Background: an optimization exercise with open tools, aiming at small area and a short achievable clock period. Do not read the settings as production practice. Only simulation tests tie the RTL to the original design; equivalence was not proved. Power figures rest on the tool's default switching activity, not on a simulated workload.

// mac
module mac (
    input  logic clk,
    input  logic rst,
    input  logic signed [15:0] a_in,
    input  logic signed [15:0] b_in,
    input  logic acc_clear,
    output logic acc_out_valid,
    output logic signed [34:0] acc_out
);
For scale: ~1,100 cells after synthesis, roughly 71 I/O pins, ~11,000 µm² of cells after synthesis.
clock: 7.5 ns
lec_check: 0
cap_margin: 20
core_margin: 2
core_utilization: 40
setup_slack_margin: 3.7
slew_margin: 60
synth_hierarchical: 1
synth_minimum_keep_size: 0
tns_end_percent: 0
standard.sh (not shown) runs the stock make flow with config.mk's settings and CLKGATE_MAP_FILE= SYNTH_SCRIPT=/design/flow/synth_recipe.tcl, a recipe that flattens the netlist after the stock synthesis.
==> flow/flow/run.sh <==
#!/bin/bash
# Standard ORFS layout (the standard.sh, standard synthesis unchanged); the only
# difference is the cell used for the port buffers that buffer_ports inserts.
set -euo pipefail
export BUFFER_PORTS_ARGS="-buffer_cell sky130_fd_sc_hd__buf_2"
bash standard.sh > standard_flow.log 2>&1
Then changed:
--- a/flow/design.v
+++ b/flow/design.v
@@ -8,25 +8,25 @@
     output logic signed [34:0] acc_out
 );
 logic [15:0] a_r;
 logic [7:0] one_r, two_r, neg_r;
 wire  [16:0] bx = {b_in, 1'b0};
 integer k;
 always_ff @(posedge clk) begin
     for (k = 0; k < 8; k = k + 1) begin
         one_r[k] <= bx[2*k+1] ^ bx[2*k];
         two_r[k] <= (bx[2*k+2] & ~bx[2*k+1] & ~bx[2*k]) | (~bx[2*k+2] & bx[2*k+1] & bx[2*k]);
         neg_r[k] <= bx[2*k+2];
     end
-    a_r <= rst ? 16'd0 : a_in;
+    a_r <= a_in;
 end
 wire [17:0] ax = {a_r[15], a_r, 1'b0};
 wire [16:0] pp0;
 wire [16:0] pp1;
 wire [16:0] pp2;
 wire [16:0] pp3;
 wire [16:0] pp4;
 wire [16:0] pp5;
 wire [16:0] pp6;
 wire [16:0] pp7;
 genvar gi, gj;
 generate for (gj = 0; gj < 8; gj = gj + 1) begin : g_pp
@@ -309,31 +309,38 @@
 assign nxt_c[24] = bg[23];
 assign nxt_c[25] = bg[24];
 assign nxt_c[26] = bg[25];
 assign nxt_c[27] = bg[26];
 assign nxt_c[28] = bg[27];
 assign nxt_c[29] = bg[28];
 assign nxt_c[30] = bg[29];
 assign nxt_c[31] = bg[30];
 assign nxt_c[32] = bg[31];
 assign nxt_c[33] = 1'b0;
 assign nxt_c[34] = bg[33] | (bp[33] & bc[33]);
 wire [28:0] nxt_cr = {nxt_c[34], nxt_c[32], nxt_c[31], nxt_c[30], nxt_c[29], nxt_c[28], nxt_c[27], nxt_c[26], nxt_c[25], nxt_c[24], nxt_c[23], nxt_c[22], nxt_c[21], nxt_c[20], nxt_c[19], nxt_c[18], nxt_c[17], nxt_c[16], nxt_c[15], nxt_c[14], nxt_c[13], nxt_c[12], nxt_c[11], nxt_c[10], nxt_c[9], nxt_c[8], nxt_c[6], nxt_c[4], nxt_c[2]};
+logic r1;
 always_ff @(posedge clk) begin
+    r1 <= rst;
+    if (rst | r1) begin
+        acc_s <= '0; acc_cr <= '0;
+    end else if (acc_clear | !acc_out_valid) begin
+        acc_s <= nxt_s; acc_cr <= nxt_cr;
+    end
     if (rst) begin
-        acc_s <= '0; acc_cr <= '0; acc_out_valid <= 1'b0; t <= 2'd0;
+        acc_out_valid <= 1'b0; t <= 2'd0;
     end else if (acc_clear) begin
-        acc_s <= nxt_s; acc_cr <= nxt_cr; t <= 2'd1; acc_out_valid <= 1'b0;
+        t <= 2'd1; acc_out_valid <= 1'b0;
     end else if (!acc_out_valid) begin
-        acc_s <= nxt_s; acc_cr <= nxt_cr; t <= t + 2'd1; acc_out_valid <= (t == 2'd3);
+        t <= t + 2'd1; acc_out_valid <= (t == 2'd3);
     end
 end
 wire ao0 = &acc_s[1:0];
 wire ao1 = &acc_s[3:2];
 wire ao2 = &acc_s[5:4];
 wire ao3 = &acc_s[7:6];
 wire ao4 = &acc_s[8:8];
 wire ao5 = &acc_s[9:9];
 wire ao6 = &acc_s[10:10];
 wire ao7 = &acc_s[11:11];
 wire ao8 = &acc_s[12:12];
 wire ao9 = &acc_s[13:13];
What happened: Via count stays flat; global-route usage stays flat; register-to-register slack is worse by 0.03 ns; routed wire length came out higher by 0.46%; design area came out lower by 0.96%; synthesized area came out lower by 0.37%; sequential share of layout area came out higher by 0.29 points; setup slack is worse by 0.045 ns; clock skew is about the same; power came out lower by 3.7%; sequential power came out lower by 12%; die area came out lower by 0.37%.

==> re-timing with driven ports <==
No port has a modelled driver above. Below, the same layouts with a new extraction and two added sets of constraints.
Step 1: set_driving_cell puts a clkbuf_16 on clk and a buf_2 on each other input, an assumption about the parent block.
Step 2 also shifts input and output timing later by t, the mid clock arrival at the registers, as if the neighbouring blocks saw the same clock.
Three values: no drivers, after step 1, after step 2; two values: the first two.
run	t (ns)	setup slack, ns	latest minus earliest clock arrival (ns)	worst slew at a driven data input, ns	pins driven straight from the clock port
the first run	0.408	3.701 / 3.657 / 3.386	0.013 / 0.013	0.03	1
the second run	0.404	3.657 / 3.609 / 3.427	0.013 / 0.012	0.04	1
After both steps setup and hold are still met in every run listed. The setup slack of the first run, which loses most, moves by -0.044 ns with the drivers and by -0.315 ns with both steps.
